From an optimization exercise on the open Yosys and OpenROAD flow, aimed at small area, a short achievable clock period and few clock cycles; shortcuts taken in it are not production practice. The RTL was checked by simulation tests, not by an equivalence proof against the original design.

==> build 19 <==
Design gun, start of the top module:
module gun(
    input rst_i,
    input clk_i,
    input [15:0] sw_i,
    output busy,
    output [14:0] leds
);
Settings: LEC_CHECK=0, CAP_MARGIN=20, CORE_MARGIN=2, CORE_UTILIZATION=40, SETUP_SLACK_MARGIN=0.5, SLEW_MARGIN=20; clock period 4.0 ns.
run.sh (not shown) runs the stock make flow with config.mk's settings and CLKGATE_MAP_FILE= SYNTH_SCRIPT=/design/flow/synth_recipe.tcl, a recipe that flattens the netlist after the stock synthesis.
==> build 81: changes against build 19 <==
SETUP_SLACK_MARGIN = unset   (was 0.5)
==> comparison <==
- Die area is the same in build 81 and build 19.
- Of build 81 and build 19, build 19 has the higher final area (gap 5.2%, measured against build 19).
- Against build 19, the routed wire length of build 81 is lower by about 6.5%.
- Of build 81 and build 19, build 19 has the higher via count (gap 3.1%, measured against build 19).
- Of build 19 and build 81, build 19 has the higher worst hold slack (gap 3.4 ps).
- Against build 19, the register-to-register slack of build 81 is better by 30 ps.
- Between build 81 and build 19, the lower sequential share of layout area is in build 19 (gap 1.0 points).
Testbench counts of build 19, summed over its fixed seeds: cycles 6,400.
Testbench counts of build 81, summed over its fixed seeds: cycles 6,400.


==> inputs of 08-23 <==
Another version of the RTL of gun (not shown whole).
==> flow/config.mk <==
export PLATFORM = sky130hd
export DESIGN_NAME = gun
export DESIGN_NICKNAME = gun
export VERILOG_FILES = /design/flow/design.v
export SDC_FILE = /design/flow/constraint.sdc
export NUM_CORES = 4
export LEC_CHECK = 0
export CAP_MARGIN = 20
export CORE_MARGIN = 2
export CORE_UTILIZATION = 40
export SETUP_SLACK_MARGIN = 1.0
export SLEW_MARGIN = 20
export SYNTH_HIERARCHICAL = 1
export SYNTH_MINIMUM_KEEP_SIZE = 0
==> flow/constraint.sdc <==
create_clock -name core_clock -period 4.0 [get_ports {clk_i}]
set_input_delay 0.8000 -clock core_clock [delete_from_list [all_inputs] [get_ports {clk_i}]]
set_output_delay 0.8000 -clock core_clock [all_outputs]
set_load 0.01 [all_outputs]
standard.sh (not shown) runs the stock make flow with config.mk's settings and CLKGATE_MAP_FILE= SYNTH_SCRIPT=/design/flow/synth_recipe.tcl, a recipe that flattens the netlist after the stock synthesis.
==> flow/flow/run.sh <==
#!/bin/bash
set -euo pipefail
cd "$(dirname "${BASH_SOURCE[0]}")/.."
bash standard.sh finish ADDER_MAP_FILE= "BUFFER_PORTS_ARGS=-buffer_cell sky130_fd_sc_hd__buf_2" > standard_flow.log 2>&1
==> 07-22: changes against 08-23 <==
--- a/flow/design.v
+++ b/flow/design.v
@@ -121,13 +121,14 @@
 reg c1, c2;          
 reg [14:0] r0;
 reg [14:0] r1;       
 wire [8:0] v;
 wire [14:0] sum, car;
 reg [8:0] vq;         
-wire [6:0] ap = {a[6], a[5], a[4], a[3], a[2], a[1], a[0]};
+reg [6:0] aq;         
+wire [6:0] ap = {aq[6], aq[5], aq[4], aq[3], aq[2], aq[1], aq[0]};
 gun_st1 st1(.a(a), .b(b), .v(v));
 gun_out out(.r0(r0), .c({r1[13], r1[12], r1[11], r1[10], r1[8], r1[5]}), .y(leds));
 wire [8:0] v2 = vq;
 wire xp1 = ap[0] & v2[0];
 wire xp2 = ap[0] & v2[1];
 wire xp3 = ap[0] & v2[2];
@@ -302,12 +303,13 @@
 wire xc172 = (xq70 & xs169) | (xq70 & xc166) | (xs169 & xc166);
 wire xt173 = xp63 ^ xc170 ^ xc172;
 assign sum = {xt173, xs171, xs167, xc154, xs153, xs143, xs131, xs119, xs107, xc90, xs89, xs81, xs75, xs71, xp1};
 assign car = {1'b0, xc168, xc162, xs161, xc144, 1'b0, xc120, 1'b0, 1'b0, xs97, 1'b0, 1'b0, 1'b0, 1'b0, 1'b0};
 always @(posedge clk_i) begin
     vq <= v;
+    aq <= a[6:0];
 end
 assign busy = rst_i | c1 | c2;
 always @(posedge clk_i) begin
     c1 <= rst_i;
     c2 <= c1 & ~rst_i;
 end
Settings changed: SETUP_SLACK_MARGIN 1.0 to 1.2, TNS_END_PERCENT from default to 10.
==> 11-14: changes against 08-23 <==
--- a/flow/design.v
+++ b/flow/design.v
@@ -121,13 +121,14 @@
 reg c1, c2;          
 reg [14:0] r0;
 reg [14:0] r1;       
 wire [8:0] v;
 wire [14:0] sum, car;
 reg [8:0] vq;         
-wire [6:0] ap = {a[6], a[5], a[4], a[3], a[2], a[1], a[0]};
+reg [6:0] aq;         
+wire [6:0] ap = {aq[6], aq[5], aq[4], aq[3], aq[2], aq[1], aq[0]};
 gun_st1 st1(.a(a), .b(b), .v(v));
 gun_out out(.r0(r0), .c({r1[13], r1[12], r1[11], r1[10], r1[8], r1[5]}), .y(leds));
 wire [8:0] v2 = vq;
 wire xp1 = ap[0] & v2[0];
 wire xp2 = ap[0] & v2[1];
 wire xp3 = ap[0] & v2[2];
@@ -302,12 +303,13 @@
 wire xc172 = (xq70 & xs169) | (xq70 & xc166) | (xs169 & xc166);
 wire xt173 = xp63 ^ xc170 ^ xc172;
 assign sum = {xt173, xs171, xs167, xc154, xs153, xs143, xs131, xs119, xs107, xc90, xs89, xs81, xs75, xs71, xp1};
 assign car = {1'b0, xc168, xc162, xs161, xc144, 1'b0, xc120, 1'b0, 1'b0, xs97, 1'b0, 1'b0, 1'b0, 1'b0, 1'b0};
 always @(posedge clk_i) begin
     vq <= v;
+    aq <= a[6:0];
 end
 assign busy = rst_i | c1 | c2;
 always @(posedge clk_i) begin
     c1 <= rst_i;
     c2 <= c1 & ~rst_i;
 end
==> 12-09: changes against 08-23 <==
--- a/flow/design.v
+++ b/flow/design.v
@@ -121,13 +121,14 @@
 reg c1, c2;          
 reg [14:0] r0;
 reg [14:0] r1;       
 wire [8:0] v;
 wire [14:0] sum, car;
 reg [8:0] vq;         
-wire [6:0] ap = {a[6], a[5], a[4], a[3], a[2], a[1], a[0]};
+reg [6:0] aq;         
+wire [6:0] ap = {aq[6], aq[5], aq[4], aq[3], aq[2], aq[1], aq[0]};
 gun_st1 st1(.a(a), .b(b), .v(v));
 gun_out out(.r0(r0), .c({r1[13], r1[12], r1[11], r1[10], r1[8], r1[5]}), .y(leds));
 wire [8:0] v2 = vq;
 wire xp1 = ap[0] & v2[0];
 wire xp2 = ap[0] & v2[1];
 wire xp3 = ap[0] & v2[2];
@@ -302,12 +303,13 @@
 wire xc172 = (xq70 & xs169) | (xq70 & xc166) | (xs169 & xc166);
 wire xt173 = xp63 ^ xc170 ^ xc172;
 assign sum = {xt173, xs171, xs167, xc154, xs153, xs143, xs131, xs119, xs107, xc90, xs89, xs81, xs75, xs71, xp1};
 assign car = {1'b0, xc168, xc162, xs161, xc144, 1'b0, xc120, 1'b0, 1'b0, xs97, 1'b0, 1'b0, 1'b0, 1'b0, 1'b0};
 always @(posedge clk_i) begin
     vq <= v;
+    aq <= a[6:0];
 end
 assign busy = rst_i | c1 | c2;
 always @(posedge clk_i) begin
     c1 <= rst_i;
     c2 <= c1 & ~rst_i;
 end
Settings changed: SETUP_SLACK_MARGIN 1.0 to 1.3.
==> summary.txt <==
Result of the run: 12-09 complete, no violations; 08-23 complete, no violations; 07-22 complete, no violations; 11-14 complete, no violations
Worst-case setup slack after placement: 12-09 0.971 ns; 08-23 0.500 ns; 07-22 0.971 ns; 11-14 0.971 ns
Wire length of the first global-routing pass: 12-09 14500 µm; 08-23 14100 µm; 07-22 14200 µm; 11-14 14200 µm
Initial standard-cell utilization of the core: 12-09 0.407; 08-23 0.411; 07-22 0.407; 11-14 0.407
Final period utilization: 12-09 0.671; 08-23 0.734; 07-22 0.690; 11-14 0.718
Sequential portion of the cell area: 12-09 0.224; 08-23 0.196; 07-22 0.230; 11-14 0.229
Data required time of the worst path: 12-09 3.20 ns; 08-23 4.03 ns; 07-22 4.14 ns; 11-14 4.15 ns
Proportion of synthesized chip area in sequential cells: 12-09 0.239; 08-23 0.213; 07-22 0.239; 11-14 0.239
Largest net degree at the start of global routing: 12-09 23; 08-23 29; 07-22 23; 11-14 23
Total global-route track usage: 12-09 0.159; 08-23 0.157; 07-22 0.156; 11-14 0.155
Post-layout minimum cycle time: 12-09 2.68 ns; 08-23 2.94 ns; 07-22 2.76 ns; 11-14 2.87 ns
Latest clock arrival within the worst-skew pair: 12-09 0.30 ns; 08-23 0.28 ns; 07-22 0.29 ns; 11-14 0.30 ns
Post-cts resize count: 12-09 30; 08-23 7; 07-22 16; 11-14 2
Met3 capacity usage during global routing: 12-09 0.0254; 08-23 0.0232; 07-22 0.0254; 11-14 0.0235
Largest clock skew in the final design: 12-09 0.00631 ns; 08-23 0.00521 ns; 07-22 0.00713 ns; 11-14 0.00774 ns
Worst Path Arrival: 12-09 1.88 ns; 08-23 2.97 ns; 07-22 2.90 ns; 11-14 3.02 ns
Via count of the routed design: 12-09 3378; 08-23 3292; 07-22 3314; 11-14 3219
Testbench counts of 08-23, summed over its fixed seeds: cycles 6,400.
Testbench counts of 07-22, summed over its fixed seeds: cycles 6,400.
Testbench counts of 11-14, summed over its fixed seeds: cycles 6,400.
Testbench counts of 12-09, summed over its fixed seeds: cycles 6,400.


==> inputs of run a <==
gun, a different RTL version from the one above (not shown whole).
==> flow/config.mk <==
export PLATFORM = sky130hd
export DESIGN_NAME = gun
export DESIGN_NICKNAME = gun
export VERILOG_FILES = /design/flow/design.v
export SDC_FILE = /design/flow/constraint.sdc
export NUM_CORES = 4
export LEC_CHECK = 0
export CAP_MARGIN = 20
export CORE_MARGIN = 2
export CORE_UTILIZATION = 40
export SLEW_MARGIN = 20
export SYNTH_HIERARCHICAL = 1
export SYNTH_MINIMUM_KEEP_SIZE = 0
==> flow/constraint.sdc <==
create_clock -name core_clock -period 4.0 [get_ports {clk_i}]
set_input_delay 0.8000 -clock core_clock [delete_from_list [all_inputs] [get_ports {clk_i}]]
set_output_delay 0.8000 -clock core_clock [all_outputs]
set_load 0.01 [all_outputs]
Scripts as last shown in full above: flow/flow/run.sh
==> inputs of run b, as changes to run a <==
--- a/flow/design.v
+++ b/flow/design.v
@@ -276,13 +276,13 @@
 wire [6:0] b = sw_i[6:0];
 reg c1, c2;          
 reg [14:0] r0;
 reg [14:0] r1;       
 wire [8:0] v;
 wire [14:0] sum, car;
-wire [6:0] ap = {r1[13], r0[14], r0[13], r0[12], r0[11], r0[10], r0[9]};
+wire [6:0] ap = {r1[0], r1[13], r1[12], r1[11], r1[10], r1[8], r1[1]};
 gun_st1 st1(.a(a), .b(b), .v(v));
 gun_out out(.r0(r0), .c({r1[13], r1[12], r1[11], r1[10], r1[8], r1[1]}), .y(leds));
 wire [8:0] v2 = r0[8:0];
 wire xp1 = ap[0] & v2[0];
 wire xp2 = ap[0] & v2[1];
 wire xp3 = ap[0] & v2[2];
@@ -456,17 +456,18 @@
     c2 <= c1 & ~rst_i;
 end
 always @(posedge clk_i) begin
     if (c2)
         r0 <= sum;
     else if (c1)
-        r0 <= {a[5:0], v};
+        r0[8:0] <= v;
 end
 always @(posedge clk_i) begin
-    if (c2) r1[1] <= car[1];
-    if (c2) r1[8] <= car[8];
-    if (c2) r1[10] <= car[10];
-    if (c2) r1[11] <= car[11];
-    if (c2) r1[12] <= car[12];
-    if (c2) r1[13] <= car[13]; else if (c1) r1[13] <= a[6];
+    if (c2) r1[0] <= 1'b0; else if (c1) r1[0] <= a[6];
+    if (c2) r1[1] <= car[1]; else if (c1) r1[1] <= a[0];
+    if (c2) r1[8] <= car[8]; else if (c1) r1[8] <= a[1];
+    if (c2) r1[10] <= car[10]; else if (c1) r1[10] <= a[2];
+    if (c2) r1[11] <= car[11]; else if (c1) r1[11] <= a[3];
+    if (c2) r1[12] <= car[12]; else if (c1) r1[12] <= a[4];
+    if (c2) r1[13] <= car[13]; else if (c1) r1[13] <= a[5];
 end
 endmodule
==> flow/flow/run.sh (replaced) <==
#!/bin/bash
set -euo pipefail
cd "$(dirname "${BASH_SOURCE[0]}")/.."
export ADDER_MAP_FILE=
bash standard.sh finish > standard_flow.log 2>&1
--- a/flow/config.mk
+++ b/flow/config.mk
@@ -5,9 +5,10 @@
 export SDC_FILE = /design/flow/constraint.sdc
 export NUM_CORES = 4
 export LEC_CHECK = 0
 export CAP_MARGIN = 20
 export CORE_MARGIN = 2
 export CORE_UTILIZATION = 40
+export SETUP_SLACK_MARGIN = 0.5
 export SLEW_MARGIN = 20
 export SYNTH_HIERARCHICAL = 1
 export SYNTH_MINIMUM_KEEP_SIZE = 0
==> qor summary <==
Clock Buffer Count: run b 4; run a 3
Multi-input gates: run b 395; run a 380
Overall die area: run b 10300 um2; run a 10100 um2
Library cells used by synthesis: run b 68; run a 65
Area of the multi-input gates: run b 2890 um2; run a 2850 um2
Final clock skew: run b 3.12 ps; run a 8.95 ps
Slowest cell delay on critical path: run b 590 ps; run a 690 ps
Status: run b timing/DRC/antenna clean; run a timing/DRC/antenna clean
Number of buffers other than clock buffers in the final layout: run b 56; run a 35
Launch instance of the worst register-to-register path: run b ap[5]; run a r0[10]
Net total in the final layout: run b 512; run a 475
Min Tclk post-route: run b 3350 ps; run a 3320 ps
DR WL met3: run b 354 um; run a 334 um
Via-to-Cell Ratio: run b 5.24; run a 5.67
Testbench counts of run a, summed over its fixed seeds: cycles 6,400.
Testbench counts of run b, summed over its fixed seeds: cycles 6,400.

## re-timing with driven ports
No port has a modelled driver above. Below, the same layouts with a new extraction and two added sets of constraints.
Step 1: set_driving_cell puts a clkbuf_16 on clk_i and a buf_2 on each other input, an assumption about the parent block.
Step 2 moves the port delays by t, midway between the first and last clock arrival at a register: inputs arrive t later, outputs are due t later. That takes back most of the time a late clock gives input paths.
Slacks: ideal ports / drivers / drivers and shift; pairs: ideal ports / drivers.
run	shift t [ns]	setup slack, ns	hold WS [ns]	latest minus earliest clock arrival (ns)	worst slew at a driven data input, ns
build 19	0.321	0.594 / 0.602 / 0.282	0.554 / 0.554 / 0.554	0.002 / 0.003	0.04
build 81	0.316	0.212 / 0.217 / -0.098	0.550 / 0.550 / 0.550	0.008 / 0.009	0.03
08-23	0.314	1.063 / 1.070 / 0.756	0.459 / 0.459 / 0.459	0.005 / 0.006	0.05
07-22	0.324	1.239 / 1.239 / 1.239	0.458 / 0.458 / 0.458	0.007 / 0.008	0.03
11-14	0.328	1.127 / 1.127 / 1.127	0.458 / 0.458 / 0.458	0.008 / 0.008	0.03
12-09	0.331	1.316 / 1.279 / 1.243	0.458 / 0.458 / 0.458	0.007 / 0.007	0.03
run a	0.302	0.683 / 0.655 / 0.782	0.479 / 0.479 / 0.479	0.009 / 0.009	0.03
run b	0.298	0.652 / 0.619 / 0.538	0.511 / 0.511 / 0.511	0.003 / 0.003	0.03
With both steps, setup timing fails in build 81, where it was met with ideal ports. For build 19, which loses most, drivers alone change the setup slack by +0.008 ns; drivers and shift together by -0.312 ns.
